This design comes from an exercise in tuning for small area and a short achievable clock period on the open sky130 flow, not from production work.
Function was checked by simulation only, so behaviour that the tests miss may differ from the original.
No driver is modelled on the clock port, so clocking that relies on it looks cheaper here than on a real chip.
Power and IR drop assume default switching activity.

[flow/run.sh]
#!/bin/bash
set -euo pipefail
bash standard.sh "BUFFER_PORTS_ARGS=-buffer_cell sky130_fd_sc_hd__buf_2" finish > standard_flow.log 2>&1
[standard.sh]
#!/bin/bash
# synth_recipe.tcl (not shown) runs the flow's synth.tcl, then flattens the netlist and writes it again
# the make line also repeats each setting of config.mk as NAME=value (left out here)
make -C /OpenROAD-flow-scripts/flow DESIGN_CONFIG=/design/flow/config.mk WORK_HOME=/design/flow/orfs CLKGATE_MAP_FILE= SYNTH_SCRIPT=/design/flow/synth_recipe.tcl "${@:-finish}"
[config.mk]
export PLATFORM = sky130hd
export DESIGN_NAME = cpu
export DESIGN_NICKNAME = cpu
export VERILOG_FILES = /design/flow/design.v
export SDC_FILE = /design/flow/constraint.sdc
export NUM_CORES = 4
export LEC_CHECK = 0
export CAP_MARGIN = 20
export CORE_MARGIN = 2
export CORE_UTILIZATION = 55
export CTS_BUF_LIST = sky130_fd_sc_hd__clkbuf_16
export CTS_CLUSTER_DIAMETER = 80
export CTS_CLUSTER_SIZE = 30
export PLACE_DENSITY = 0.7
export SETUP_SLACK_MARGIN = 5
export SLEW_MARGIN = 20
export SYNTH_HIERARCHICAL = 1
export SYNTH_MINIMUM_KEEP_SIZE = 0
export TNS_END_PERCENT = 0
[constraint.sdc]
create_clock -name core_clock -period 12.0 [get_ports {clk}]
set_input_delay 2.4000 -clock core_clock [delete_from_list [all_inputs] [get_ports {clk}]]
set_output_delay 2.4000 -clock core_clock [all_outputs]
set_load 0.01 [all_outputs]
[design.v]
module add32(input [31:0] a, input [31:0] b, input ci, output [31:0] s, output co,
		output [31:0] g, output [31:0] t, output [31:0] p);
	wire [32:0] c;
	genvar i;
	generate
		for (i = 0; i < 32; i = i + 1) begin : g_bit
			gt ugt(.a(a[i]), .b(b[i]), .g(g[i]), .t(t[i]));
			x2 up(.a(a[i]), .b(b[i]), .y(p[i]));
			x2 us(.a(p[i]), .b(c[i]), .y(s[i]));
		end
	endgenerate
	carry32 uc(.g(g), .t(t), .ci(ci), .c(c));
	assign co = c[32];
endmodule
module gt(input a, b, output g, t);
	assign g = a & b;
	assign t = a | b;
endmodule
module carry32(input [31:0] g, input [31:0] t, input ci, output [32:0] c);
	reg [32:0] G [0:5];
	reg [32:0] T [0:5];
	integer l, i;
	always @(*) begin
		G[0] = {g, ci};
		T[0] = {t, 1'b0};
		for (l = 0; l < 5; l = l + 1) begin
			for (i = 0; i < 33; i = i + 1) begin
				if (((i >> l) & 1) == 1) begin
					G[l+1][i] = G[l][i] | (T[l][i] & G[l][((i >> l) << l) - 1]);
					T[l+1][i] = T[l][i] & T[l][((i >> l) << l) - 1];
				end else begin
					G[l+1][i] = G[l][i];
					T[l+1][i] = T[l][i];
				end
			end
		end
	end
	genvar k;
	generate
		for (k = 0; k < 32; k = k + 1) begin : g_c
			assign c[k] = G[5][k];
		end
	endgenerate
	assign c[32] = G[5][32] | (T[5][32] & G[5][31]);
endmodule
module agen(input [14:0] lo, input [4:0] m, output [4:0] s);
	wire [4:0] g, t, p;
	wire [4:1] c;
	genvar i;
	generate
		for (i = 0; i < 5; i = i + 1) begin : g_gt
			gt3 u(.n0(lo[i]), .n1(lo[5+i]), .n2(lo[10+i]), .m(m[i]), .g(g[i]), .t(t[i]));
			xo3 up(.n0(lo[i]), .n1(lo[5+i]), .n2(lo[10+i]), .m(m[i]), .y(p[i]));
		end
		for (i = 1; i < 5; i = i + 1) begin : g_s
			x2 us(.a(p[i]), .b(c[i]), .y(s[i]));
		end
	endgenerate
	assign s[0] = p[0];
	assign c[1] = g[0];
	cy2 u2(.g(g[1:0]), .t(t[1]), .c(c[2]));
	cy3 u3(.g(g[2:0]), .t(t[2:1]), .c(c[3]));
	cy4 u4(.g(g[3:0]), .t(t[3:1]), .c(c[4]));
endmodule
module gt3(input n0, n1, n2, m, output g, t);
	assign g = (n0 | n1 | n2) & m;
	assign t = n0 | n1 | n2 | m;
endmodule
module xo3(input n0, n1, n2, m, output y);
	assign y = (n0 | n1 | n2) ^ m;
endmodule
module cy2(input [1:0] g, input [1:1] t, output c);
	assign c = g[1] | (t[1] & g[0]);
endmodule
module cy3(input [2:0] g, input [2:1] t, output c);
	assign c = g[2] | (t[2] & g[1]) | (t[2] & t[1] & g[0]);
endmodule
module cy4(input [3:0] g, input [3:1] t, output c);
	assign c = g[3] | (t[3] & g[2]) | (t[3] & t[2] & g[1]) | (t[3] & t[2] & t[1] & g[0]);
endmodule
module x2(input a, b, output y);
	assign y = a ^ b;
endmodule
module xn2(input a, b, output y);
	assign y = ~(a ^ b);
endmodule
module memdec(input [5:0] op, output we, output re);
	assign we = (op == 6'h2b);
	assign re = (op == 6'h23);
endmodule
module rdport(input [991:0] d, input [4:0] sel, output [31:0] qn, output [14:0] lo);
	wire [31:1] oh;
	genvar k, i;
	generate
		for (k = 1; k < 32; k = k + 1) begin : g_dec
			assign oh[k] = (sel == k);
		end
		for (i = 0; i < 32; i = i + 1) begin : g_bit
			wire [9:0] y;
			wire n31, n0, n1, n2;
			for (k = 0; k < 10; k = k + 1) begin : g_grp
				aoi222 u(.a1(oh[3*k+1]), .b1(d[(3*k)*32+i]), .a2(oh[3*k+2]), .b2(d[(3*k+1)*32+i]), .a3(oh[3*k+3]), .b3(d[(3*k+2)*32+i]), .y(y[k]));
			end
			nd2 u31(.a(oh[31]), .b(d[30*32+i]), .y(n31));
			nd4 u0(.a(y[0]), .b(y[1]), .c(y[2]), .d(y[3]), .y(n0));
			nd4 u1(.a(y[4]), .b(y[5]), .c(y[6]), .d(y[7]), .y(n1));
			nd3 u2(.a(y[8]), .b(y[9]), .c(n31), .y(n2));
			nr3 u3(.a(n0), .b(n1), .c(n2), .y(qn[i]));
			if (i < 5) begin : g_lo
				assign lo[i] = n0;
				assign lo[5+i] = n1;
				assign lo[10+i] = n2;
			end
		end
	endgenerate
endmodule
module aoi222(input a1, b1, a2, b2, a3, b3, output y);
	assign y = ~((a1 & b1) | (a2 & b2) | (a3 & b3));
endmodule
module nd2(input a, b, output y);
	assign y = ~(a & b);
endmodule
module nd3(input a, b, c, output y);
	assign y = ~(a & b & c);
endmodule
module nd4(input a, b, c, d, output y);
	assign y = ~(a & b & c & d);
endmodule
module nr3(input a, b, c, output y);
	assign y = ~(a | b | c);
endmodule
module holdrow(input en, input enb, input [31:0] d, input [31:0] q, output [31:0] y);
	genvar i;
	generate
		for (i = 0; i < 32; i = i + 1) begin : g_b
			ao22 u(.a1(en), .b1(d[i]), .a2(enb), .b2(q[i]), .y(y[i]));
		end
	endgenerate
endmodule
module ao22(input a1, b1, a2, b2, output y);
	assign y = (a1 & b1) | (a2 & b2);
endmodule
module cpu(clk, rst, imem_addr, imem_data, dmem_addr, dmem_wdata, dmem_we, dmem_re, dmem_rdata);
	input clk;
	input rst;
	output [6:0] imem_addr;
	input [31:0] imem_data;
	output [4:0] dmem_addr;
	output [31:0] dmem_wdata;
	output dmem_we;
	output dmem_re;
	input [31:0] dmem_rdata;
	wire [5:0] op = imem_data[31:26];
	wire [4:0] rs = imem_data[25:21];
	wire [4:0] rt = imem_data[20:16];
	wire [4:0] rd = imem_data[15:11];
	wire [5:0] fn = imem_data[5:0];
	wire [15:0] imm = imem_data[15:0];
	wire is_addi = (op == 6'h08);
	wire is_andi = (op == 6'h0c);
	wire is_ori  = (op == 6'h0d);
	wire is_xori = (op == 6'h0e);
	wire is_lw   = (op == 6'h23);
	wire is_sw   = (op == 6'h2b);
	wire is_bgt  = (op == 6'h07);
	wire is_j    = (op == 6'h02);
	wire is_jr   = (op == 6'h09);
	wire is_imm  = is_addi | is_andi | is_ori | is_xori | is_lw | is_sw;
	wire rtype   = ~(is_imm | is_bgt);
	wire f_add = rtype & (fn == 6'h20);
	wire f_sub = rtype & (fn == 6'h22);
	wire f_and = rtype & (fn == 6'h24);
	wire f_or  = rtype & (fn == 6'h25);
	wire f_xor = rtype & (fn == 6'h26);
	wire f_slt = rtype & (fn == 6'h2a);
	wire f_shl = rtype & (fn == 6'h01);
	wire op_add = is_addi | is_lw | is_sw | f_add;
	wire op_sub = f_sub;
	wire op_and = is_andi | f_and;
	wire op_or  = is_ori | f_or;
	wire op_xor = is_xori | f_xor;
	reg [31:0] rf [1:31];
	wire [31:0] ra, rb;
	integer k;
	genvar gk;
	wire [991:0] rflat;
	generate
		for (gk = 1; gk < 32; gk = gk + 1) begin : g_flat
			assign rflat[gk*32-32 +: 32] = rf[gk];
		end
	endgenerate
	wire [31:0] ran, rbn;
	wire [14:0] ralo;
	rdport port_a(.d(rflat), .sel(rs), .qn(ran), .lo(ralo));
	rdport port_b(.d(rflat), .sel(rt), .qn(rbn), .lo());
	assign ra = ~ran;
	assign rb = ~rbn;
	wire [31:0] A = ra;
	wire [31:0] ext = {15'b0, imm[15], imm};
	wire [31:0] B = is_imm ? ext : rb;
	wire sm = is_bgt | f_sub | f_slt;
	wire [31:0] Bx = is_imm ? ext : (sm ? rbn : rb);
	wire [31:0] sum;
	wire cs;
	wire [31:0] a_and, a_or, a_xor;
	add32 u_add(.a(A), .b(Bx), .ci(sm), .s(sum), .co(cs), .g(a_and), .t(a_or), .p(a_xor));
	wire [31:0] diff = sum;
	wire [31:0] shl = A << rb[1:0];
	wire [31:0] result =
		({32{op_add | op_sub}} & sum) |
		({32{op_and}} & a_and) |
		({32{op_or}}  & a_or) |
		({32{op_xor}} & a_xor) |
		({32{f_slt}}  & {31'b0, ~cs}) |
		({32{f_shl}}  & shl);
	wire nb31  = ~rb[31] ^ (rb[30:0] == 31'b0);
	wire carry = cs & (rb != 32'b0);
	wire ovf   = (A[31] == nb31) & (diff[31] != A[31]);
	wire neg   = ~ovf & (carry | diff[31]);
	wire taken = is_bgt & ~neg;
	reg [6:0] pc;
	wire [6:0] pc1 = pc + 7'd1;
	wire [6:0] npc = (taken | is_j) ? imem_data[6:0] : is_jr ? A[6:0] : pc1;
	always @(posedge clk) begin
		if (rst) pc <= 7'd0;
		else pc <= npc;
	end
	wire we = ~(is_bgt | is_sw);
	wire [4:0] wsel = is_lw ? rt : rd;
	wire [31:0] wdata = is_lw ? dmem_rdata : result;
	wire [31:0] wd = wdata & {32{~rst}};
	wire [31:1] ld;
	wire [991:0] nxt;
	generate
		for (gk = 1; gk < 32; gk = gk + 1) begin : g_wr
			assign ld[gk] = rst | (we & (wsel == gk));
			holdrow hr(.en(ld[gk]), .enb(~ld[gk]), .d(wd), .q(rf[gk]), .y(nxt[gk*32-32 +: 32]));
		end
	endgenerate
	always @(posedge clk) begin
		for (k = 1; k < 32; k = k + 1) begin
			rf[k] <= nxt[k*32-32 +: 32];
		end
	end
	assign imem_addr = pc;
	agen ag(.lo(ralo), .m(imm[4:0]), .s(dmem_addr));
	assign dmem_wdata = rb;
	memdec md(.op(op), .we(dmem_we), .re(dmem_re));
endmodule
==> results of run 1 <==
==> state kept, by name, summed over array words and instances (netlist names) <==
name  count
pc        7
rf      992
==> cell type report <==
type | count | area [sq um]
timing repair buffer | 456 | 4090
multi-input combinational | 2835 | 25300
tap | 1060 | 1330
inverter | 76 | 293
antenna | 7 | 17.5
clock inverter | 28 | 375
clock buffer | 47 | 1180
fill | 6238 | 27600
sequential | 999 | 20000
==> stage by stage <==
step	hold slack, ns	instances	power (uW)
6_report	0.506	5508	6140
5_1_grt	0.521	5503	6230
4_1_cts	0.504	5445	6040
3_5_place_dp	0.477	5175	4050
3_3_place_gp	0.472	5171	4040
2_1_floorplan	0.460	3958	3790
==> what timing repair did <==
| item | in CTS | in global routing |
|---|---|---|
| pin swaps | 115 | 29 |
| gates cloned | 43 | 1 |
| endpoints found under the setup margin | 974 | 881 |
| setup buffers | 152 | 50 |
| resized for setup | 120 | 39 |
==> per-layer routing <==
layer / up-vias / GRT usage, %
met5: - / 4.32
met4: 14 / 34.6
met3: 1202 / 25.6
met2: 4633 / 67.1
met1: 22400 / 61.6
li1: 18500 / -
==> critical path: stages <==
cell and delay (ns):
buf_6 0.12, or3b_4 0.30, nor2_4 0.10, bufbuf_16 0.30, buf_4 0.14, a222oi_1 0.35
nand4_1 0.79, nor3_2 0.80, inv_1 0.18, or2_1 0.31, and4_2 0.30, and2_2 0.26
o311ai_4 0.43, buf_4 0.20, nand2_1 0.07, xor2_1 0.18, a221oi_2 0.32, a211oi_4 0.10
buf_4 0.34, a22o_1 0.27
==> power groups by stage <==
stage	combinational [uW]	clock [uW]	sequential, uW
floorplan	306	0	3490
global placement	546	0	3500
detailed placement	556	0	3500
CTS	621	1990	3420
global route	686	2110	3430
finish	690	2020	3430
==> worst max-delay path by stage <==
| stage | slack, ns | endpoint | from |
|---|---|---|---|
| floorplan | 4.97 | rf[10][27] | imem_data[17] |
| global placement | 3.16 | rf[14][31] | imem_data[19] |
| detailed placement | 3.04 | rf[19][31] | imem_data[19] |
| CTS | 4.78 | dmem_addr[4] | imem_data[22] |
| global route | 4.37 | rf[3][22] | imem_data[18] |
| finish | 4.27 | rf[17][27] | imem_data[21] |
==> placed cells by master (no fill, tap or decap), types with 68 or more instances in the layout <==
cell type and count:
xor2_1 68, buf_2 99, buf_4 275, a222oi_1 640
a22o_1 993, inv_1 73, nor2_4 84, nand4_1 140
nand3_1 81, nor2_1 73, nand2_1 109, dfxtp_1 999
==> results.txt, run 1 <==
R2R Path Start rf[1][15]; routed wl met2 83,700 um; Tcrit/Tclk final between 60% and 70%; logic gate share of total power between 10% and 20%; CTS tree built; RePlAce Congestion 0.980; Layout area overhead 18.4%; DR WL met3 40,700 um; Setup-failing EPs final 0; die width between 200 and 300 um; DP Area 48,000 sq um; HP Start rf[29][5]; Skew-Pair Late Insertion Delay 0.69 ns; Worst Hold Class flip-flop to flip-flop; Period minus WS final between 7 and 8 ns; crit-path max FO 31; Vias 46,800; share of layout cells above drive strength 1 21.0%; Crit. End Element flip-flop; Max Root-Sink Buffers 3; DR pass1 iterations 19; Pint about 4400 uW; post-route cell area 52,600 sq um; worst vdd ir 160 uV; Worst Hold Path Cells 1; total gr overflow 0; Hold Crit Endpoint rf[29][5]; first-pass GRT wire length 304,000 um; initial antenna violation count 7; drt drc 0; htree depth 2; Final Hold Viols 0; Post-Route WL 219,000 um; reg2reg end rf[2][22]; hpwl dp roughly 120,000 um; max-slew violation total from the final report 0; Max Cap Viol 0; Detail Route Antenna Nets 0; Pwr Density 117 nW/um^2; Sw Ratio 28.7%; net total in the final layout approximately 4,500; starting density of the core between 50% and 60%; syn_area_per_cell 11.2 sq um; Ports approximately 110; RSZ-0062 raised after global routing yes; Die ar. 83,000 sq um; Avg Vias per Cell around 8.5; Syn. warnings 12; chip height 288 um; Routed wire per std cell 39.7 um; Routed met1 length around 74,000 um; Gate Count Post-Synth 3,958; Critical Path RT around 13 ns; Setup Total Neg Slack 0 ns; Cell Area, Synth 44,400 sq um; largest net degree at the start of global routing 70; DR iter-0 viols 12,800; TritonCTS Buffers 46; total track usage 50.1%; Least-Margin Pin Slew 1.31 ns; CORE AREA between 80,000 and 90,000 sq um; Core Rows 104; max layer used met5; part of the power in registers a little under three fifths; Post-Syn Nets 4,025; count of input and output buffers 111; Max Clk Rate 129 MHz; Slew headroom approximately an eighth; setup slack at placement 3.04 ns; vias in the first global route 42,100; Net Sw Power ~1800 uW; CTS Root Cell clkbuf_16; CTS Sinks 999; skew final 0.0622 ns; Hold-fix buffers, CTS 0; slack of the worst reg-to-reg path 6.53 ns; Clock power frac 32.9%; crit path launch type input pin; Critical Path AT 8.29 ns; Worst-path clk slew between 0.1 and 0.15 ns; Worst R2R Path Depth 18; CP Class input pin to flip-flop; final worst slack 4.27 ns; final core occ about 66%; status finished clean; Leakage 0.0200 uW
==> inputs of run 2 (changes only) <==
==> run.sh (new file) <==
#!/bin/bash
# synth_recipe.tcl (not shown) runs the flow's synth.tcl, then flattens the netlist and writes it again
# the make line also repeats each setting of config.mk as NAME=value (left out here)
make -C /OpenROAD-flow-scripts/flow DESIGN_CONFIG=/design/flow/config.mk WORK_HOME=/design/flow/orfs CLKGATE_MAP_FILE= SYNTH_SCRIPT=/design/flow/synth_recipe.tcl finish
--- a/config.mk
+++ b/config.mk
@@ -8,9 +8,9 @@
 export CAP_MARGIN = 20
 export CORE_MARGIN = 2
-export CORE_UTILIZATION = 55
+export CORE_UTILIZATION = 45
 export CTS_BUF_LIST = sky130_fd_sc_hd__clkbuf_16
 export CTS_CLUSTER_DIAMETER = 80
 export CTS_CLUSTER_SIZE = 30
-export PLACE_DENSITY = 0.7
+export PLACE_DENSITY = 0.6
 export SETUP_SLACK_MARGIN = 5
 export SLEW_MARGIN = 20
removed: flow/run.sh
removed: standard.sh
==> results.txt, run 2 <==
status finished clean (unchanged); Avg Vias per Cell 7.92 (was 8.49); Worst-path clk slew 0.08 ns (was 0.11 ns); Setup-failing EPs final 0 (unchanged); chip height 318 um (was 288 um); Skew-Pair Late Insertion Delay 0.72 ns (was 0.69 ns); CTS Sinks 999 (unchanged); Critical-path top delay cell nand4_1 (was nor3_2); hpwl dp 124,000 um (was 118,000 um); Tcrit/Tclk final 65.0% (was 64.4%); CTS tree built (unchanged); largest net degree at the start of global routing 62 (was 70); Max Clk Rate 128 MHz (was 129 MHz); worst path cell trace buf_12, nand3b_1, buf_12, nor2_4, buf_4, buf_12, a222oi_1, nand4_1, nor3_4, inv_2, buf_4 (was buf_6, or3b_4, nor2_4, bufbuf_16, buf_4, a222oi_1, nand4_1, nor3_2, inv_1, or2_1, and4_2, and2_2, o311ai_4, buf_4, nand2_1, xor2_1, a221oi_2, a211oi_4, buf_4, a22o_1); Period minus WS final 7.80 ns (was 7.73 ns); CORE AREA 98,100 sq um (was 80,200 sq um); met1 Track Usage GR 53.0% (was 61.6%); Fillers 8,328 (was 6,238); register name with the most flops rf (unchanged); CP delay by family, top simple AND/OR/NAND/NOR gates (unchanged); top flop regs rf (992), pc (7) (unchanged); CTS Root Cell clkbuf_16 (unchanged); Syn. warnings 12 (unchanged); crit path launch type input pin (unchanged); final core occ 55.7% (was 65.6%); share of layout cells above drive strength 1 21.2% (was 21.0%); busiest grt layer met2 (unchanged); Hold-fix buffers, CTS 0 (unchanged); net total in the final layout 4,584 (was 4,481); Leakage 0.0206 uW (was 0.0200 uW); Core Rows 115 (was 104); RePlAce Congestion 0.934 (was 0.980); slowest stage delay, CP 0.85 ns (was 0.80 ns); crit-path max FO 16 (was 31); Routed wire per std cell 39.0 um (was 39.7 um); area of the multi-input gates 25,300 sq um (about the same); Critical Path AT 5.40 ns (was 8.29 ns); count of input and output buffers 111 (unchanged); GR Util met2 58.3% (was 67.1%); Critical Path RT 9.60 ns (was 12.57 ns); worst vdd ir 105 uV (was 160 uV); Overall Power 6230 uW (was 6140 uW); RSZ-0062 raised after global routing yes (unchanged); Post-Route WL 228,000 um (was 219,000 um); max reg flops 992 (unchanged); Gate Count Post-Synth 3,958 (unchanged); worst path buffer plus inverter count 6 (unchanged); Vias 46,200 (was 46,800); total track usage 41.9% (was 50.1%); Final Hold Viols 0 (unchanged); DR iter-0 viols 10,400 (was 12,800); non-filler cells, final 5,837 (was 5,508); starting density of the core 45.2% (was 55.4%); skew final 0.0651 ns (was 0.0622 ns); max-slew violation total from the final report 0 (unchanged); total gr overflow 0 (unchanged); Post-Place Cells 5,407 (was 5,175); Die ar. 101,000 sq um (was 83,000 sq um); Pwr Density 114 nW/um^2 (was 117 nW/um^2); Cell Area, Synth 44,400 sq um (unchanged); most frequent cells in the layout dfxtp_1 (999), a22o_1 (993), a222oi_1 (640) (unchanged); Slew headroom 12.6% (was 12.4%); Max Root-Sink Buffers 3 (unchanged); commonest non-fill, non-tap cell in the layout dfxtp_1 (unchanged); Max Cap Viol 0 (unchanged); Detail Route Antenna Nets 0 (unchanged); syn_area_per_cell 11.2 sq um (unchanged); first-pass GRT wire length 313,000 um (was 304,000 um); Least-Margin Pin Slew 1.31 ns (about the same); drt drc 0 (unchanged); Layout area overhead 23.2% (was 18.4%); Ports 112 (unchanged); FF+latch area 20,000 sq um (unchanged); Post-Syn Nets 4,025 (unchanged); Crit. End Element primary output (was flip-flop); Top cell by count, worst path buf_12 (was buf_4); CP Class input pin to primary output (was input pin to flip-flop); TritonCTS Buffers 46 (unchanged); htree depth 2 (unchanged); die width 318 um (was 288 um); initial antenna violation count 4 (was 7); routing usage on met3 17.1% (was 25.6%); Setup Total Neg Slack 0 ns (unchanged); vias in the first global route 42,000 (was 42,100); DR pass1 iterations 15 (was 19); Worst Hold Class flip-flop to flip-flop (unchanged)
run 2: area by class of cell:
cell class,count,area share [%]
Clock inverter,32,0.853
Multi-Input combinational cell,2831,46.3
Sequential cell,999,36.6
Tap cell,1287,2.94
Inverter,76,0.531
Timing Repair Buffer,563,10.6
Clock buffer,47,2.15
Antenna cell,2,0.00915
run 2: power breakdown:
group	leakage (uW)	total, uW	internal (uW)	switching, uW
registers	0.00806	3430	3380	50.4
logic	0.0118	718	218	499
clock network	0.000787	2090	869	1220
total	0.0206	6230	4460	1770
run 2: path summary, 6_finish.rpt:
kind / startpoint / endpoint / slack, ns / cells past startpoint
worst max register to register: rf[1][22] / pc[1] / 6.48 / 30
worst min register to register: rf[29][9] / rf[29][9] / 0.51 / 1
worst min-delay path: rf[29][9] / rf[29][9] / 0.51 / 1
worst max-delay path: imem_data[17] / dmem_wdata[14] / 4.20 / 11
run 2: layer usage:
layer,up-vias,wire (um)
met1,22700,82300
met5,-,197
li1,18700,-
met2,3965,89300
met4,8,19000
met3,884,36900
run 2: through the flow:
stage	setup WS [ns]	area, sq um	hold WS, ns
5_1_grt	4.48	54700	0.518
6_report	4.20	54700	0.506
4_1_cts	4.71	53500	0.506
3_5_place_dp	2.71	48800	0.477
3_3_place_gp	2.74	48700	0.472
2_1_floorplan	4.97	44900	0.460
run 2: timing repair:
action,in CTS,in global routing
cloned,40,10
endpoints found under the setup margin,1036,790
setup buffers,234,60
endpoints found under the hold margin,0,0
resized for setup,251,75
pin swaps,174,76
run 2: worst register-to-register path, delay by kind of cell (launching register included):
family | cells | cell delay [ns]
DFF | 1 | 0.34
buffers and inverters | 22 | 2.20
AOI/OAI and AO/OA | 3 | 0.92
and+or+nand+nor | 5 | 1.97
==> inputs of run 3 (changes only) <==
==> flow/run.sh (new file) <==
#!/bin/bash
set -euo pipefail
bash standard.sh "BUFFER_PORTS_ARGS=-buffer_cell sky130_fd_sc_hd__buf_2" \
  "POST_CTS_TCL=$(pwd)/flow/post_cts.tcl" finish > standard_flow.log 2>&1
==> flow/post_cts.tcl (new file) <==
# Extra setup repair after CTS: resize and swap pins only, toward the same
# margin as the flow's own repair, over every violating endpoint.
estimate_parasitics -placement
repair_timing -setup -setup_margin $::env(SETUP_SLACK_MARGIN) -repair_tns 100 \
  -sequence "sizeup,swap" -skip_last_gasp -verbose
detailed_placement
check_placement -verbose
estimate_parasitics -placement
report_worst_slack
report_design_area
==> standard.sh (new file) <==
#!/bin/bash
# synth_recipe.tcl (not shown) runs the flow's synth.tcl, then flattens the netlist and writes it again
# the make line also repeats each setting of config.mk as NAME=value (left out here)
make -C /OpenROAD-flow-scripts/flow DESIGN_CONFIG=/design/flow/config.mk WORK_HOME=/design/flow/orfs CLKGATE_MAP_FILE= SYNTH_SCRIPT=/design/flow/synth_recipe.tcl "${@:-finish}"
removed: run.sh
==> results.txt, run 3 <==
Critical Path RT 12.60 ns (was 9.60 ns); most frequent cells in the layout dfxtp_1 (999), a22o_1 (993), a222oi_1 (640) (unchanged); final core occ 54.5% (was 55.7%); slack of the worst reg-to-reg path 6.60 ns (was 6.48 ns); skew final 0.0680 ns (was 0.0651 ns); DR pass1 iterations 19 (was 15); top flop regs rf (992), pc (7) (unchanged); R2R Path Start rf[1][17] (was rf[1][22]); reg2reg end rf[15][25] (was pc[1]); CORE AREA 98,100 sq um (unchanged); starting density of the core 45.2% (unchanged); Max Cap Viol 0 (unchanged); Worst Hold Class flip-flop to flip-flop (unchanged); final hold slack 0.505 ns (was 0.506 ns); Layout area overhead 20.4% (was 23.2%); first-pass GRT wire length 314,000 um (was 313,000 um); Critical-path top delay cell nand4_1 (unchanged); drt drc 0 (unchanged); commonest non-fill, non-tap cell in the layout dfxtp_1 (unchanged); Syn. warnings 12 (unchanged); RePlAce Congestion 0.973 (was 0.934); area of the multi-input gates 25,400 sq um (was 25,300 sq um); total gr overflow 0 (unchanged); Hold Crit Endpoint rf[23][16] (was rf[29][9]); Worst Hold Path Cells 1 (unchanged); vias in the first global route 41,800 (was 42,000); Least-Margin Pin Slew 1.27 ns (was 1.31 ns); net total in the final layout 4,486 (was 4,584); max reg flops 992 (unchanged); Post-Route WL 227,000 um (was 228,000 um); setup slack at placement 3.25 ns (was 2.71 ns); Worst-path clk slew 0.10 ns (was 0.08 ns); slowest stage delay, CP 0.74 ns (was 0.85 ns); Pwr Density 116 nW/um^2 (was 114 nW/um^2); Post-Syn Nets 4,025 (unchanged); total track usage 42.2% (was 41.9%); max-slew violation total from the final report 0 (unchanged); Setup Total Neg Slack 0 ns (unchanged); Gate Count Post-Synth 3,958 (unchanged); chip height 318 um (unchanged); hpwl dp 126,000 um (was 124,000 um); Detail Route Antenna Nets 0 (unchanged); die width 318 um (unchanged); Worst R2R Path Depth 17 (was 30); Ports 112 (unchanged); Final Hold Viols 0 (unchanged); crit-path max FO 31 (was 16); status finished clean (unchanged); Period minus WS final 7.60 ns (was 7.80 ns); final worst slack 4.40 ns (was 4.20 ns); register name with the most flops rf (unchanged); CP Class input pin to flip-flop (was input pin to primary output); RSZ-0062 raised after global routing yes (unchanged); syn_area_per_cell 11.2 sq um (unchanged); Routed wire per std cell 39.6 um (was 39.0 um); largest net degree at the start of global routing 62 (unchanged); Crit. End Element flip-flop (was primary output); Critical Path AT 8.20 ns (was 5.40 ns); HP Start rf[23][16] (was rf[29][9]); Max Clk Rate 131 MHz (was 128 MHz); CTS tree built (unchanged); Avg Vias per Cell 8.02 (was 7.92); DR iter-0 viols 10,800 (was 10,400); Slew headroom 14.8% (was 12.6%); Tcrit/Tclk final 63.4% (was 65.0%); Cell Area, Synth 44,400 sq um (unchanged); count of input and output buffers 111 (unchanged); CTS Sinks 999 (unchanged); Overall Power 6220 uW (was 6230 uW); worst vdd ir 110 uV (was 105 uV); Leakage 0.0201 uW (was 0.0206 uW); Fillers 8,505 (was 8,328); crit path launch type input pin (unchanged); Setup-failing EPs final 0 (unchanged); initial antenna violation count 7 (was 4); Vias 46,000 (was 46,200); Skew-Pair Late Insertion Delay 0.72 ns (about the same); Die ar. 101,000 sq um (unchanged); share of layout cells above drive strength 1 21.9% (was 21.2%); FF+latch area 20,000 sq um (unchanged); Core Rows 115 (unchanged); worst path cell trace buf_12, nand2b_4, buf_12, buf_4, buf_4, nor2_2, a222oi_1, nand4_1, nor3_4, inv_1, or2_1, a21oi_1, o21a_2, or3b_1, o31ai_2, a21oi_1, xor2_1, a221oi_2, a211oi_4, buf_6, a22o_1 (was buf_12, nand3b_1, buf_12, nor2_4, buf_4, buf_12, a222oi_1, nand4_1, nor3_4, inv_2, buf_4)
## run 3: critical path, delay by kind of cell
kind | cells | cell delay, ns
xor+xnor | 1 | 0.20
buf+inv | 6 | 1.02
simple gates | 6 | 2.57
compound gates | 8 | 1.95
## run 3: where the power goes
group	internal, uW	switching [uW]	leakage, uW	total (uW)
Clock	860	1240	0.000794	2100
Combinational	198	499	0.0112	697
Sequential	3380	50.5	0.00806	3430
Total	4430	1790	0.0201	6220
## run 3: layout make-up
| cell class | instances | share of cell area, % |
|---|---|---|
| multi-input cells | 2831 | 47.4 |
| clock buffers | 46 | 2.15 |
| flip-flops and latches | 999 | 37.4 |
| clock inverters | 34 | 0.875 |
| repair buffers | 465 | 8.53 |
| inverters | 76 | 0.566 |
| diodes | 4 | 0.0187 |
| well taps | 1287 | 3.01 |
## run 3: worst max path at each step
stage	start	end	slack, ns	depth (start not counted)
floorplan	imem_data[17]	rf[10][27]	4.97	20
global placement	imem_data[20]	rf[15][30]	3.36	23
detailed placement	imem_data[20]	rf[10][30]	3.25	23
global route	imem_data[16]	dmem_wdata[17]	4.44	9
finish	imem_data[25]	rf[2][22]	4.40	21
## run 3: routing by layer
metal  vias up  track usage, %  wire length [um]
met4        20            28.8             19200
met3       914            16.9             36800
met5         -            4.59               728
met2      3993            58.8             90200
li1      18500               -                 -
met1     22600            52.8             80500
## run 3: through the flow
stage / cell area, sq um / std cells
floorplan: 44900 / 3958
global placement: 48200 / 5402
detailed placement: 48300 / 5405
global route: 53500 / 5739
finish: 53500 / 5742
==> inputs of run 4 (changes only) <==
==> flow/run.sh (replaced) <==
#!/bin/bash
set -euo pipefail
CTS="-sink_clustering_enable -repair_clock_nets -sink_clustering_size 26 -sink_clustering_max_diameter 70 -buf_list sky130_fd_sc_hd__clkbuf_16 -dont_use_dummy_load"
bash standard.sh "BUFFER_PORTS_ARGS=-buffer_cell sky130_fd_sc_hd__buf_2" \
  "CTS_ARGS=$CTS" finish > standard_flow.log 2>&1
--- a/config.mk
+++ b/config.mk
@@ -10,6 +10,6 @@
 export CORE_UTILIZATION = 45
 export CTS_BUF_LIST = sky130_fd_sc_hd__clkbuf_16
-export CTS_CLUSTER_DIAMETER = 80
-export CTS_CLUSTER_SIZE = 30
+export CTS_CLUSTER_DIAMETER = 70
+export CTS_CLUSTER_SIZE = 26
 export PLACE_DENSITY = 0.6
 export SETUP_SLACK_MARGIN = 5
removed: flow/post_cts.tcl
==> results.txt, run 4 <==
share of layout cells above drive strength 1 21.6% (was 21.9%); DP Area 48,300 sq um (unchanged); htree depth 2; Core Rows 115 (unchanged); Max Clk Rate 131 MHz (about the same); Post-Syn Nets 4,025 (unchanged); TritonCTS Buffers 58; Leakage 0.0201 uW (about the same); total track usage 41.9% (was 42.2%); CP Class input pin to primary output (was input pin to flip-flop); Worst-path clk slew 0.05 ns (was 0.10 ns); Skew-Pair Late Insertion Delay 0.77 ns (was 0.72 ns); max reg flops 992 (unchanged); worst path cell trace buf_6, nand3b_1, buf_12, buf_4, nor2_4, a222oi_1, nand4_1, nor3_4, inv_1, buf_2 (was buf_12, nand2b_4, buf_12, buf_4, buf_4, nor2_2, a222oi_1, nand4_1, nor3_4, inv_1, or2_1, a21oi_1, o21a_2, or3b_1, o31ai_2, a21oi_1, xor2_1, a221oi_2, a211oi_4, buf_6, a22o_1); Tcrit/Tclk final 63.5% (was 63.4%); Post-Route WL 227,000 um (about the same); Layout area overhead 19.7% (was 20.4%); crit-path max FO 16 (was 31); Crit. End Element primary output (was flip-flop); Net Sw Power 1700 uW (was 1790 uW); Sw Ratio 27.8% (was 28.7%); largest net degree at the start of global routing 62 (unchanged); Avg Vias per Cell 8.06 (was 8.02); Setup-failing EPs final 0 (unchanged); Cell Area, Synth 44,400 sq um (unchanged); status finished clean (unchanged); total gr overflow 0 (unchanged); Clock power frac 32.8% (was 33.7%); vias in the first global route 41,600 (was 41,800); Max Cap Viol 0 (unchanged); register name with the most flops rf (unchanged); CORE AREA 98,100 sq um (unchanged); Worst Hold Class flip-flop to flip-flop (unchanged); RSZ-0062 raised after global routing yes (unchanged); hpwl dp 126,000 um (unchanged); skew final 0.134 ns (was 0.0680 ns); Slew headroom 13.2% (was 14.8%); post-route cell area 53,100 sq um (was 53,500 sq um); CTS tree built (unchanged); starting density of the core 45.2% (unchanged); Routed wire per std cell 39.6 um (about the same); part of the power in registers 55.9% (was 55.1%); Period minus WS final 7.62 ns (was 7.60 ns); Pwr Density 115 nW/um^2 (was 116 nW/um^2); max-slew violation total from the final report 0 (unchanged); Ports 112 (unchanged); crit path launch type input pin (unchanged); CTS Root Cell clkbuf_16; Setup Total Neg Slack 0 ns (unchanged); CTS Sinks 999 (unchanged); Syn. warnings 12 (unchanged); final core occ 54.1% (was 54.5%); drt drc 0 (unchanged); slowest stage delay, CP 0.65 ns (was 0.74 ns); Critical Path AT 5.22 ns (was 8.20 ns); Least-Margin Pin Slew 1.30 ns (was 1.27 ns); logic gate share of total power 11.3% (was 11.2%); RePlAce Congestion 0.973 (unchanged); chip height 318 um (unchanged); Gate Count Post-Synth 3,958 (unchanged); DR pass1 iterations 19 (unchanged); DR iter-0 viols 11,000 (was 10,800); Critical Path RT 9.60 ns (was 12.60 ns); worst vdd ir 111 uV (was 110 uV); Detail Route Antenna Nets 0 (unchanged); syn_area_per_cell 11.2 sq um (unchanged); top flop regs rf (992), pc (7) (unchanged); Vias 46,300 (was 46,000); Critical-path top delay cell nand4_1 (unchanged); Max Root-Sink Buffers 3; Final Hold Viols 0 (unchanged); initial antenna violation count 7 (unchanged); Pint 4420 uW (was 4430 uW); first-pass GRT wire length 312,000 um (was 314,000 um); net total in the final layout 4,517 (was 4,486); die width 318 um (unchanged); count of input and output buffers 111 (unchanged); Die ar. 101,000 sq um (unchanged); most frequent cells in the layout dfxtp_1 (999), a22o_1 (993), a222oi_1 (640) (unchanged); commonest non-fill, non-tap cell in the layout dfxtp_1 (unchanged)
[run 4: power by group through the flow]
stage	clock network, uW	logic, uW	registers [uW]
finish	2010	693	3430
global route	2100	695	3430
CTS	2000	633	3420
detailed placement	0	566	3500
global placement	0	557	3500
floorplan	0	306	3490
[run 4: worst paths after layout]
kind,to,cells after the start,from,slack [ns]
min,rf[23][4],1,rf[23][4],0.50
max reg2reg,rf[19][29],19,rf[1][12],6.54
min reg2reg,rf[23][4],1,rf[23][4],0.50
max,dmem_wdata[31],10,imem_data[16],4.38
[run 4: cell type report]
type | instances | area (sq um)
clock buffer | 58 | 1450
timing repair buffer | 482 | 4470
fill | 8548 | 45000
multi-input combinational | 2833 | 25300
inverter | 76 | 295
antenna | 7 | 17.5
sequential | 999 | 20000
tap | 1287 | 1610
[run 4: metal layers]
metal  share of wire [%]  wire length (um)  up-vias  global-route usage (%)
li1                    -                 -    18500                       -
met1                  36             82300    22700                    52.7
met2                  40             89800     4057                    58.8
met3                  16             35500      965                    17.0
met4                 8.4             19100       16                    27.2
met5                0.26               590        -                    2.17
[run 4: worst max-delay path: cells and delay by family]
family | cells | cell delay (ns)
AOI/OAI and AO/OA | 1 | 0.56
buffers and inverters | 5 | 0.87
and+or+nand+nor | 4 | 1.37
[run 4: repair_timing]
item | 4_1_cts | 5_1_grt
pin swaps | 135 | 62
gates cloned | 38 | 7
resized for setup | 148 | 56
setup endpoints to repair | 974 | 805
buffers inserted | 171 | 54
hold buffers | 0 | 0
[run 4: metrics by stage]
step                total power [uW]  instances  setup slack [ns]  hold WS (ns)
detailed placement              4060       5405              3.25         0.477
CTS                             6050       5672              4.79         0.496
floorplan                       3790       3958              4.97         0.460
global route                    6230       5736              4.54         0.504
global placement                4060       5402              3.36         0.473
finish                          6120       5742              4.38         0.499
==> inputs of run 5 (changes only) <==
==> flow/run.sh (replaced) <==
#!/bin/bash
set -euo pipefail
CTS="-sink_clustering_enable -repair_clock_nets -sink_clustering_size 26 -sink_clustering_max_diameter 70 -buf_list sky130_fd_sc_hd__clkbuf_16 -dont_use_dummy_load"
bash standard.sh "BUFFER_PORTS_ARGS=-buffer_cell sky130_fd_sc_hd__buf_2" \
  "CTS_ARGS=$CTS" \
  "POST_CTS_TCL=$(pwd)/flow/post_cts.tcl" \
  "POST_GLOBAL_ROUTE_TCL=$(pwd)/flow/post_grt.tcl" finish > standard_flow.log 2>&1
==> flow/post_cts.tcl (new file) <==
# Extra setup repair after CTS: resize and swap pins only, toward the same
# margin as the flow's own repair, over every violating endpoint.
estimate_parasitics -placement
repair_timing -setup -setup_margin $::env(SETUP_SLACK_MARGIN) -repair_tns 100 \
  -sequence "sizeup,swap" -skip_last_gasp -verbose
detailed_placement
check_placement -verbose
estimate_parasitics -placement
report_worst_slack
report_design_area
==> flow/post_grt.tcl (new file) <==
# Extra setup repair after global routing, with global-route parasitics:
# resize and swap pins only, toward the flow's margin, over every violating
# endpoint; then legalize and reroute the changed nets as global_route.tcl does.
estimate_parasitics -global_routing
repair_timing -setup -setup_margin $::env(SETUP_SLACK_MARGIN) -repair_tns 100 \
  -sequence "sizeup,swap" -skip_last_gasp -verbose
global_route -start_incremental
detailed_placement
global_route -end_incremental
check_placement -verbose
estimate_parasitics -global_routing
report_worst_slack
report_design_area
==> results.txt, run 5 <==
CTS Sinks 999 (unchanged); Slew headroom 15.3% (was 13.2%); Post-Syn Nets 4,025 (unchanged); commonest non-fill, non-tap cell in the layout dfxtp_1 (unchanged); Post-Route WL 225,000 um (was 227,000 um); R2R Path Start rf[1][12] (unchanged); final hold slack 0.498 ns (was 0.499 ns); hpwl dp 126,000 um (unchanged); FF+latch area 20,000 sq um (unchanged); Post-Place Cells 5,405 (unchanged); Max Clk Rate 134 MHz (was 131 MHz); final core occ 54.5% (was 54.1%); initial antenna violation count 7 (unchanged); count of input and output buffers 111 (unchanged); RePlAce Congestion 0.973 (unchanged); Pint 4430 uW (was 4420 uW); CP Class input pin to primary output (unchanged); Max Cap Viol 0 (unchanged); DR pass1 iterations 13 (was 19); skew final 0.134 ns (about the same); Setup Total Neg Slack 0 ns (unchanged); reg2reg end rf[16][30] (was rf[19][29]); Least-Margin Pin Slew 1.27 ns (was 1.30 ns); top flop regs rf (992), pc (7) (unchanged); worst path cell trace buf_12, or3b_4, nor2_4, buf_6, a222oi_1, nand4_1, nor3_2, inv_2, buf_2 (was buf_6, nand3b_1, buf_12, buf_4, nor2_4, a222oi_1, nand4_1, nor3_4, inv_1, buf_2); worst vdd ir 109 uV (was 111 uV); CTS tree built (unchanged); Critical Path AT 5.07 ns (was 5.22 ns); max-slew violation total from the final report 0 (unchanged); most frequent cells in the layout dfxtp_1 (999), a22o_1 (993), a222oi_1 (640) (unchanged); syn_area_per_cell 11.2 sq um (unchanged); Worst R2R Path Depth 19 (unchanged); CORE AREA 98,100 sq um (unchanged); Pwr Density 115 nW/um^2 (about the same); chip height 318 um (unchanged); logic gate share of total power 11.4% (was 11.3%); Tcrit/Tclk final 62.3% (was 63.5%); register name with the most flops rf (unchanged); Setup-failing EPs final 0 (unchanged); Crit. End Element primary output (unchanged); max reg flops 992 (unchanged); vias in the first global route 41,700 (was 41,600); area of the multi-input gates 25,700 sq um (was 25,300 sq um); Die ar. 101,000 sq um (unchanged); part of the power in registers 55.9% (about the same); total track usage 41.9% (about the same); share of layout cells above drive strength 1 22.0% (was 21.6%); Worst Hold Path Cells 1 (unchanged); Critical Path RT 9.60 ns (about the same); die width 318 um (unchanged); Core Rows 115 (unchanged); first-pass GRT wire length 312,000 um (about the same); starting density of the core 45.2% (unchanged); crit-path max FO 12 (was 16); Avg Vias per Cell 8.07 (was 8.06); Period minus WS final 7.47 ns (was 7.62 ns); Final Hold Viols 0 (unchanged); Fillers 8,472 (was 8,548); total gr overflow 0 (unchanged); Sw Ratio 27.8% (about the same); crit path launch type input pin (unchanged); Overall Power 6130 uW (was 6120 uW); Net Sw Power 1700 uW (about the same); largest net degree at the start of global routing 62 (unchanged); HP Start rf[31][3] (was rf[23][4]); slack of the worst reg-to-reg path 6.74 ns (was 6.54 ns); net total in the final layout 4,463 (was 4,517); Critical-path top delay cell nand4_1 (unchanged); drt drc 0 (unchanged); DR iter-0 viols 10,400 (was 11,000); Syn. warnings 12 (unchanged); Vias 45,900 (was 46,300); Worst-path clk slew 0.07 ns (was 0.05 ns); Skew-Pair Late Insertion Delay 0.77 ns (about the same); Ports 112 (unchanged); Detail Route Antenna Nets 0 (unchanged); status finished clean (unchanged); Routed wire per std cell 39.6 um (about the same); non-filler cells, final 5,683 (was 5,742); Gate Count Post-Synth 3,958 (unchanged); Leakage 0.0199 uW (was 0.0201 uW); Cell Area, Synth 44,400 sq um (unchanged); Layout area overhead 20.4% (was 19.7%); Worst Hold Class flip-flop to flip-flop (unchanged); Hold Crit Endpoint rf[31][3] (was rf[23][4]); Clock power frac 32.7% (was 32.8%); slowest stage delay, CP 0.70 ns (was 0.65 ns)
-- run 5: area by class of cell --
class | instances | share of cell area [%]
tap | 1287 | 3.01
multi-input combinational | 2832 | 48.1
sequential | 999 | 37.4
inverter | 76 | 0.580
antenna | 2 | 0.00936
clock buffer | 58 | 2.71
timing repair buffer | 429 | 8.19
-- run 5: power groups by stage --
stage,registers [uW],logic (uW),clock network [uW]
after detailed placement,3500,566,0
after floorplan,3490,306,0
final,3430,696,2010
after global placement,3500,557,0
-- run 5: critical path: cells and delay by family --
family	cells	cell delay, ns
buffers and inverters	4	0.63
and+or+nand+nor	4	1.53
AOI/OAI and AO/OA	1	0.49
-- run 5: how the worst max path moves through the flow --
stage / from / endpoint / slack [ns] / cells past startpoint
2_1_floorplan: imem_data[17] / rf[10][27] / 4.97 / 20
3_3_place_gp: imem_data[20] / rf[15][30] / 3.36 / 23
3_5_place_dp: imem_data[20] / rf[10][30] / 3.25 / 23
6_report: imem_data[18] / dmem_wdata[20] / 4.53 / 9
-- run 5: layer usage --
layer	vias up	global-route usage, %	wire length [um]
met5	-	2.13	533
met1	22600	52.5	80500
li1	18400	-	-
met2	3991	59.2	89400
met3	930	17.3	35500
met4	12	26.8	19200
-- run 5: through the flow --
step | instance area, sq um | setup slack [ns]
after floorplan | 44900 | 4.97
after global placement | 48200 | 3.36
after detailed placement | 48300 | 3.25
final | 53500 | 4.53
==> inputs of run 6 (changes only) <==
--- a/design.v
+++ b/design.v
@@ -64,9 +64,9 @@
 endmodule
 module gt3(input n0, n1, n2, m, output g, t);
-	assign g = (n0 | n1 | n2) & m;
-	assign t = n0 | n1 | n2 | m;
+	assign g = ~(n0 & n1 & n2) & m;
+	assign t = ~(n0 & n1 & n2) | m;
 endmodule
 module xo3(input n0, n1, n2, m, output y);
-	assign y = (n0 | n1 | n2) ^ m;
+	assign y = ~(n0 & n1 & n2) ^ m;
 endmodule
 module cy2(input [1:0] g, input [1:1] t, output c);
@@ -89,5 +89,5 @@
 	assign re = (op == 6'h23);
 endmodule
-module rdport(input [991:0] d, input [4:0] sel, output [31:0] qn, output [14:0] lo);
+module rdport(input [991:0] d, input [4:0] sel, output [31:0] q, output [14:0] lo);
 	wire [31:1] oh;
 	genvar k, i;
@@ -103,8 +103,8 @@
 			end
 			nd2 u31(.a(oh[31]), .b(d[30*32+i]), .y(n31));
-			nd4 u0(.a(y[0]), .b(y[1]), .c(y[2]), .d(y[3]), .y(n0));
-			nd4 u1(.a(y[4]), .b(y[5]), .c(y[6]), .d(y[7]), .y(n1));
-			nd3 u2(.a(y[8]), .b(y[9]), .c(n31), .y(n2));
-			nr3 u3(.a(n0), .b(n1), .c(n2), .y(qn[i]));
+			an4 u0(.a(y[0]), .b(y[1]), .c(y[2]), .d(y[3]), .y(n0));
+			an4 u1(.a(y[4]), .b(y[5]), .c(y[6]), .d(y[7]), .y(n1));
+			an3 u2(.a(y[8]), .b(y[9]), .c(n31), .y(n2));
+			nd3 u3(.a(n0), .b(n1), .c(n2), .y(q[i]));
 			if (i < 5) begin : g_lo
 				assign lo[i] = n0;
@@ -124,9 +124,9 @@
 	assign y = ~(a & b & c);
 endmodule
-module nd4(input a, b, c, d, output y);
-	assign y = ~(a & b & c & d);
-endmodule
-module nr3(input a, b, c, output y);
-	assign y = ~(a | b | c);
+module an3(input a, b, c, output y);
+	assign y = a & b & c;
+endmodule
+module an4(input a, b, c, d, output y);
+	assign y = a & b & c & d;
 endmodule
 module holdrow(input en, input enb, input [31:0] d, input [31:0] q, output [31:0] y);
@@ -190,10 +190,8 @@
 		end
 	endgenerate
-	wire [31:0] ran, rbn;
+	wire [31:0] rbn = ~rb;
 	wire [14:0] ralo;
-	rdport port_a(.d(rflat), .sel(rs), .qn(ran), .lo(ralo));
-	rdport port_b(.d(rflat), .sel(rt), .qn(rbn), .lo());
-	assign ra = ~ran;
-	assign rb = ~rbn;
+	rdport port_a(.d(rflat), .sel(rs), .q(ra), .lo(ralo));
+	rdport port_b(.d(rflat), .sel(rt), .q(rb), .lo());
 	wire [31:0] A = ra;
 	wire [31:0] ext = {15'b0, imm[15], imm};
==> results.txt, run 6 <==
Vias 45,700 (was 45,900); Least-Margin Pin Slew 1.28 ns (was 1.27 ns); Critical Path RT 9.60 ns (about the same); vias in the first global route 41,700 (about the same); most frequent cells in the layout dfxtp_1 (999), a22o_1 (994), a222oi_1 (640) (was dfxtp_1 (999), a22o_1 (993), a222oi_1 (640)); CP Class input pin to primary output (unchanged); Cell Area, Synth 44,000 sq um (was 44,400 sq um); Skew-Pair Late Insertion Delay 0.71 ns (was 0.77 ns); slack of the worst reg-to-reg path 7.22 ns (was 6.74 ns); top flop regs rf (992), pc (7) (unchanged); Period minus WS final 7.20 ns (was 7.47 ns); reg2reg end rf[21][28] (was rf[16][30]); RePlAce Congestion 0.933 (was 0.973); crit-path max FO 8 (was 12); total track usage 42.7% (was 41.9%); Layout area overhead 21.0% (was 20.4%); Crit. End Element primary output (unchanged); Routed wire per std cell 39.8 um (was 39.6 um); CTS tree built (unchanged); crit path launch type input pin (unchanged); Max Cap Viol 0 (unchanged); initial antenna violation count 4 (was 7); Post-Syn Nets 4,003 (was 4,025); Setup-failing EPs final 0 (unchanged); hpwl dp 123,000 um (was 126,000 um); final core occ 55.0% (was 54.5%); die width 317 um (was 318 um); drt drc 0 (unchanged); Tcrit/Tclk final 60.0% (was 62.3%); Final Hold Viols 0 (unchanged); max reg flops 992 (unchanged); worst vdd ir 86.0 uV (was 109 uV); area of the multi-input gates 25,800 sq um (was 25,700 sq um); Post-Route WL 225,000 um (about the same); Avg Vias per Cell 8.10 (was 8.07); first-pass GRT wire length 311,000 um (was 312,000 um); CORE AREA 96,700 sq um (was 98,100 sq um); Leakage 0.0189 uW (was 0.0199 uW); Worst R2R Path Depth 17 (was 19); status finished clean (unchanged); Detail Route Antenna Nets 0 (unchanged); largest net degree at the start of global routing 59 (was 62); CTS Sinks 999 (unchanged); Worst Hold Class flip-flop to flip-flop (unchanged); Setup Total Neg Slack 0 ns (unchanged); Die ar. 100,000 sq um (was 101,000 sq um); Worst-path clk slew 0.06 ns (was 0.07 ns); Hold Crit Endpoint rf[20][10] (was rf[31][3]); Fillers 8,323 (was 8,472); Gate Count Post-Synth 3,936 (was 3,958); share of layout cells above drive strength 1 20.1% (was 22.0%); Critical Path AT 4.80 ns (was 5.07 ns); DR iter-0 viols 10,200 (was 10,400); net total in the final layout 4,433 (was 4,463); skew final 0.101 ns (was 0.134 ns); DR pass1 iterations 13 (unchanged); total gr overflow 0 (unchanged); starting density of the core 45.4% (was 45.2%); Syn. warnings 12 (unchanged); Slew headroom 14.9% (was 15.3%); FF+latch area 20,000 sq um (unchanged); chip height 317 um (was 318 um); Pwr Density 118 nW/um^2 (was 115 nW/um^2); Worst Hold Path Cells 1 (unchanged); R2R Path Start rf[13][4] (was rf[1][12]); HP Start rf[20][10] (was rf[31][3]); commonest non-fill, non-tap cell in the layout dfxtp_1 (unchanged); register name with the most flops rf (unchanged); count of input and output buffers 111 (unchanged); Core Rows 114 (was 115); max-slew violation total from the final report 0 (unchanged); Ports 112 (unchanged); syn_area_per_cell 11.2 sq um (about the same); Max Clk Rate 139 MHz (was 134 MHz)
## run 6: layer usage
metal | share of wire (%) | track usage, %
met1 | 36 | 54.1
met3 | 16 | 18.6
met5 | 0.067 | 1.33
met2 | 39 | 58.3
met4 | 8.3 | 28.1
## run 6: metrics by stage
step / total power [uW] / area, sq um / hold slack, ns / setup WS [ns] / std cells
floorplan: 3790 / 44800 / 0.460 / 4.97 / 3936
global placement: 4070 / 48300 / 0.473 / 3.22 / 5398
detailed placement: 4070 / 48300 / 0.477 / 3.10 / 5398
finish: 6270 / 53200 / 0.497 / 4.80 / 5646
## run 6: area by class of cell
type / instances / share of cell area, %
diodes: 6 / 0.0282
clock buffers: 67 / 3.15
inverters: 10 / 0.0706
multi-input cells: 2858 / 48.6
flip-flops and latches: 999 / 37.6
well taps: 1276 / 3.00
repair buffers: 430 / 7.57
## run 6: power by group
part | internal (uW) | switching (uW)
logic | 179 | 492
clock network | 993 | 1180
registers | 3380 | 49.6
total | 4550 | 1720
## run 6: worst max-delay path by stage
stage          slack [ns]            to  cells after the start     startpoint
2_1_floorplan        4.97     rf[10][7]                     18  imem_data[20]
3_3_place_gp         3.22    rf[22][31]                     19  imem_data[19]
3_5_place_dp         3.10    rf[23][31]                     19  imem_data[19]
6_report             4.80  dmem_addr[4]                     12  imem_data[23]
## run 6: worst max-delay path, cell delays in order
cell and delay [ns]:
buf_8 0.11, or3b_4 0.32, nor2_4 0.10, buf_12 0.16, a222oi_1 0.48, and4_4 0.37, nand3_2 0.11, or2_1 0.25
a21oi_2 0.11, o21ai_1 0.09, xor2_1 0.16, buf_2 0.14
==> inputs of run 7 (changes only) <==
--- a/design.v
+++ b/design.v
@@ -90,13 +90,27 @@
 endmodule
 module rdport(input [991:0] d, input [4:0] sel, output [31:0] q, output [14:0] lo);
-	wire [31:1] oh;
+	wire [4:0] seln;
+	wire [3:0] lon;
+	wire [7:0] hin;
+	wire [31:1] oh0, oh1;
 	genvar k, i;
 	generate
+		for (k = 0; k < 5; k = k + 1) begin : g_inv
+			iv ui(.a(sel[k]), .y(seln[k]));
+		end
+		for (k = 0; k < 4; k = k + 1) begin : g_lo
+			nd2 u(.a(k[0] ? sel[0] : seln[0]), .b(k[1] ? sel[1] : seln[1]), .y(lon[k]));
+		end
+		for (k = 0; k < 8; k = k + 1) begin : g_hi
+			nd3 u(.a(k[0] ? sel[2] : seln[2]), .b(k[1] ? sel[3] : seln[3]), .c(k[2] ? sel[4] : seln[4]), .y(hin[k]));
+		end
 		for (k = 1; k < 32; k = k + 1) begin : g_dec
-			assign oh[k] = (sel == k);
+			nr2 u0(.a(lon[k % 4]), .b(hin[k / 4]), .y(oh0[k]));
+			nr2h u1(.a(lon[k % 4]), .b(hin[k / 4]), .y(oh1[k]));
 		end
 		for (i = 0; i < 32; i = i + 1) begin : g_bit
 			wire [9:0] y;
 			wire n31, n0, n1, n2;
+			wire [31:1] oh = (i < 16) ? oh0 : oh1;
 			for (k = 0; k < 10; k = k + 1) begin : g_grp
 				aoi222 u(.a1(oh[3*k+1]), .b1(d[(3*k)*32+i]), .a2(oh[3*k+2]), .b2(d[(3*k+1)*32+i]), .a3(oh[3*k+3]), .b3(d[(3*k+2)*32+i]), .y(y[k]));
@@ -117,4 +131,13 @@
 module aoi222(input a1, b1, a2, b2, a3, b3, output y);
 	assign y = ~((a1 & b1) | (a2 & b2) | (a3 & b3));
+endmodule
+module iv(input a, output y);
+	assign y = ~a;
+endmodule
+module nr2(input a, b, output y);
+	assign y = ~(a | b);
+endmodule
+module nr2h(input a, b, output y);
+	assign y = ~(a | b);
 endmodule
 module nd2(input a, b, output y);
==> results.txt, run 7 <==
R2R Path Start rf[4][2] (was rf[13][4]); initial antenna violation count 2 (was 4); Layout area overhead 18.3% (was 21.0%); CP delay by family, top simple AND/OR/NAND/NOR gates (unchanged); Ports 112 (unchanged); vias in the first global route 40,900 (was 41,700); Final Hold Viols 0 (unchanged); Core Rows 114 (unchanged); skew final 0.0720 ns (was 0.101 ns); DR iter-0 viols 9,598 (was 10,200); Gate Count Post-Synth 4,002 (was 3,936); net total in the final layout 4,424 (was 4,433); slack of the worst reg-to-reg path 7.14 ns (was 7.22 ns); Setup Total Neg Slack 0 ns (unchanged); Fillers 8,597 (was 8,323); RePlAce Congestion 0.964 (was 0.933); Critical Path RT 9.60 ns (about the same); count of input and output buffers 111 (unchanged); critical path launch point imem_data[24] (was imem_data[23]); most frequent cells in the layout dfxtp_1 (999), a22o_1 (994), a222oi_1 (640) (unchanged); Slew headroom 18.2% (was 14.9%); Leakage 0.0183 uW (was 0.0189 uW); register name with the most flops rf (unchanged); FF+latch area 20,000 sq um (unchanged); Setup-failing EPs final 0 (unchanged); Post-Syn Nets 4,069 (was 4,003); first-pass GRT wire length 290,000 um (was 311,000 um); chip height 317 um (about the same); Syn. warnings 12 (unchanged); area of the multi-input gates 26,200 sq um (was 25,800 sq um); Overall Power 5990 uW (was 6270 uW); crit-path max FO 8 (unchanged); CP Depth 13 (was 12); Vias 44,700 (was 45,700); Die ar. 101,000 sq um (was 100,000 sq um); drt drc 0 (unchanged); die width 317 um (about the same); worst vdd ir 120 uV (was 86.0 uV); Period minus WS final 7.36 ns (was 7.20 ns); reg2reg end rf[20][28] (was rf[21][28]); Detail Route Antenna Nets 0 (unchanged); Avg Vias per Cell 7.94 (was 8.10); share of layout cells above drive strength 1 19.5% (was 20.1%); CTS Sinks 999 (unchanged); Crit. End Element primary output (unchanged); total gr overflow 0 (unchanged); Routed wire per std cell 36.2 um (was 39.8 um); Skew-Pair Late Insertion Delay 0.69 ns (was 0.71 ns); DR pass1 iterations 12 (was 13); syn_area_per_cell 11.0 sq um (was 11.2 sq um); CP endpoint dmem_addr[3] (was dmem_addr[4]); Post-Place Cells 5,470 (was 5,398); Critical-path top delay cell a222oi_1 (unchanged); Worst-path clk slew 0.06 ns (about the same); CORE AREA 97,000 sq um (was 96,700 sq um); total track usage 38.6% (was 42.7%); Least-Margin Pin Slew 1.21 ns (was 1.28 ns); worst path cell trace buf_12, clkinvlp_4, nand3_4, nor2_2, buf_6, a222oi_1, and4_4, nand3_2, or2_4, a21oi_2, nand2_1, xor2_1, buf_2 (was buf_8, or3b_4, nor2_4, buf_12, a222oi_1, and4_4, nand3_2, or2_1, a21oi_2, o21ai_1, xor2_1, buf_2); Critical Path AT 4.96 ns (was 4.80 ns); top flop regs rf (992), pc (7) (unchanged); CP Class input pin to primary output (unchanged); final worst slack 4.64 ns (was 4.80 ns); Max Cap Viol 0 (unchanged); Tcrit/Tclk final 61.4% (was 60.0%); non-filler cells, final 5,632 (was 5,646); Max Clk Rate 136 MHz (was 139 MHz); worst path buffer plus inverter count 4 (was 3); CTS tree built (unchanged); starting density of the core 45.5% (was 45.4%); crit path launch type input pin (unchanged); status finished clean (unchanged); hpwl dp 122,000 um (was 123,000 um); Worst Hold Class flip-flop to flip-flop (unchanged); Pwr Density 115 nW/um^2 (was 118 nW/um^2); largest net degree at the start of global routing 52 (was 59); max reg flops 992 (unchanged); final hold slack 0.498 ns (was 0.497 ns); commonest non-fill, non-tap cell in the layout dfxtp_1 (unchanged); Worst R2R Path Depth 16 (was 17); Post-Route WL 204,000 um (was 225,000 um); slowest stage delay, CP 0.64 ns (was 0.48 ns); max-slew violation total from the final report 0 (unchanged); Cell Area, Synth 44,100 sq um (was 44,000 sq um); HP Start rf[29][3] (was rf[20][10]); setup slack at placement 3.64 ns (was 3.10 ns)
==> run 7: worst min path at each step <==
| stage | to | slack, ns | cells after the start |
|---|---|---|---|
| after floorplan | rf[10][0] | 0.46 | 1 |
| after global placement | rf[25][8] | 0.47 | 1 |
| after detailed placement | rf[1][23] | 0.47 | 1 |
| final | rf[29][3] | 0.50 | 1 |
==> run 7: worst register-to-register path, delay by kind of cell (launching register included) <==
kind | cells | cell delay, ns
xor gates and xnor gates | 1 | 0.22
and+or+nand+nor | 3 | 1.04
DFF | 1 | 0.34
buffers and inverters | 3 | 0.52
AOI/OAI and AO/OA | 9 | 2.63
==> run 7: area by class of cell <==
| cell class | count | share of cell area (%) |
|---|---|---|
| clock buffers | 55 | 2.64 |
| diodes | 1 | 0.00479 |
| multi-input cells | 2915 | 50.1 |
| inverters | 20 | 0.201 |
| well taps | 1276 | 3.06 |
| repair buffers | 366 | 5.64 |
| flip-flops and latches | 999 | 38.3 |
==> run 7: metrics by stage <==
step	utilization [%]	area, sq um
2_1_floorplan	-	44700
3_3_place_gp	49.9	48400
3_5_place_dp	49.9	48400
6_report	53.8	52200
==> run 7: routing by layer <==
layer / wire (um) / GRT usage, % / part of all wire, % / up-vias
li1: - / - / - / 18500
met1: 75800 / 50.6 / 37 / 21900
met2: 84900 / 55.4 / 42 / 3600
met3: 24500 / 8.45 / 12 / 721
met4: 18600 / 29.6 / 9.1 / 0
met5: 0 / 0 / 0 / -
==> run 7: power breakdown <==
group	internal (uW)	switching, uW
clock network	811	1120
logic	171	468
registers	3380	50.4
total	4360	1630

-- port drivers added, routing unchanged --
How much do the figures lean on ideal ports? The routed layouts below were timed once more, with nothing changed but the port constraints.
Step 1 (the two cells are an assumption about what drives the block):
set clk [get_ports {clk}]
set_driving_cell -lib_cell sky130_fd_sc_hd__clkbuf_16 $clk
set_driving_cell -lib_cell sky130_fd_sc_hd__buf_2 [delete_from_list [all_inputs] $clk]
Step 2 also shifts input and output timing later by t, the mid clock arrival at the registers, as if the neighbouring blocks saw the same clock.
Slacks: ideal ports / drivers / drivers and shift; pairs: ideal ports / drivers.
| run | shift t [ns] | slack for setup (ns) | clock arrival spread, ns |
|---|---|---|---|
| run 1 | 0.731 | 4.273 / 4.145 / 3.460 | 0.063 / 0.062 |
| run 2 | 0.758 | 4.196 / 3.996 / 3.447 | 0.065 / 0.065 |
| run 3 | 0.756 | 4.395 / 4.234 / 3.565 | 0.068 / 0.068 |
| run 4 | 0.779 | 4.382 / 4.334 / 3.694 | 0.134 / 0.134 |
| run 5 | 0.780 | 4.527 / 4.400 / 3.818 | 0.134 / 0.134 |
| run 6 | 0.729 | 4.796 / 4.711 / 4.255 | 0.101 / 0.101 |
| run 7 | 0.732 | 4.635 / 4.510 / 4.145 | 0.072 / 0.072 |
After both steps every run listed still meets setup and hold. For run 3, which loses most, drivers alone change the setup slack by -0.161 ns; drivers and shift together by -0.830 ns.
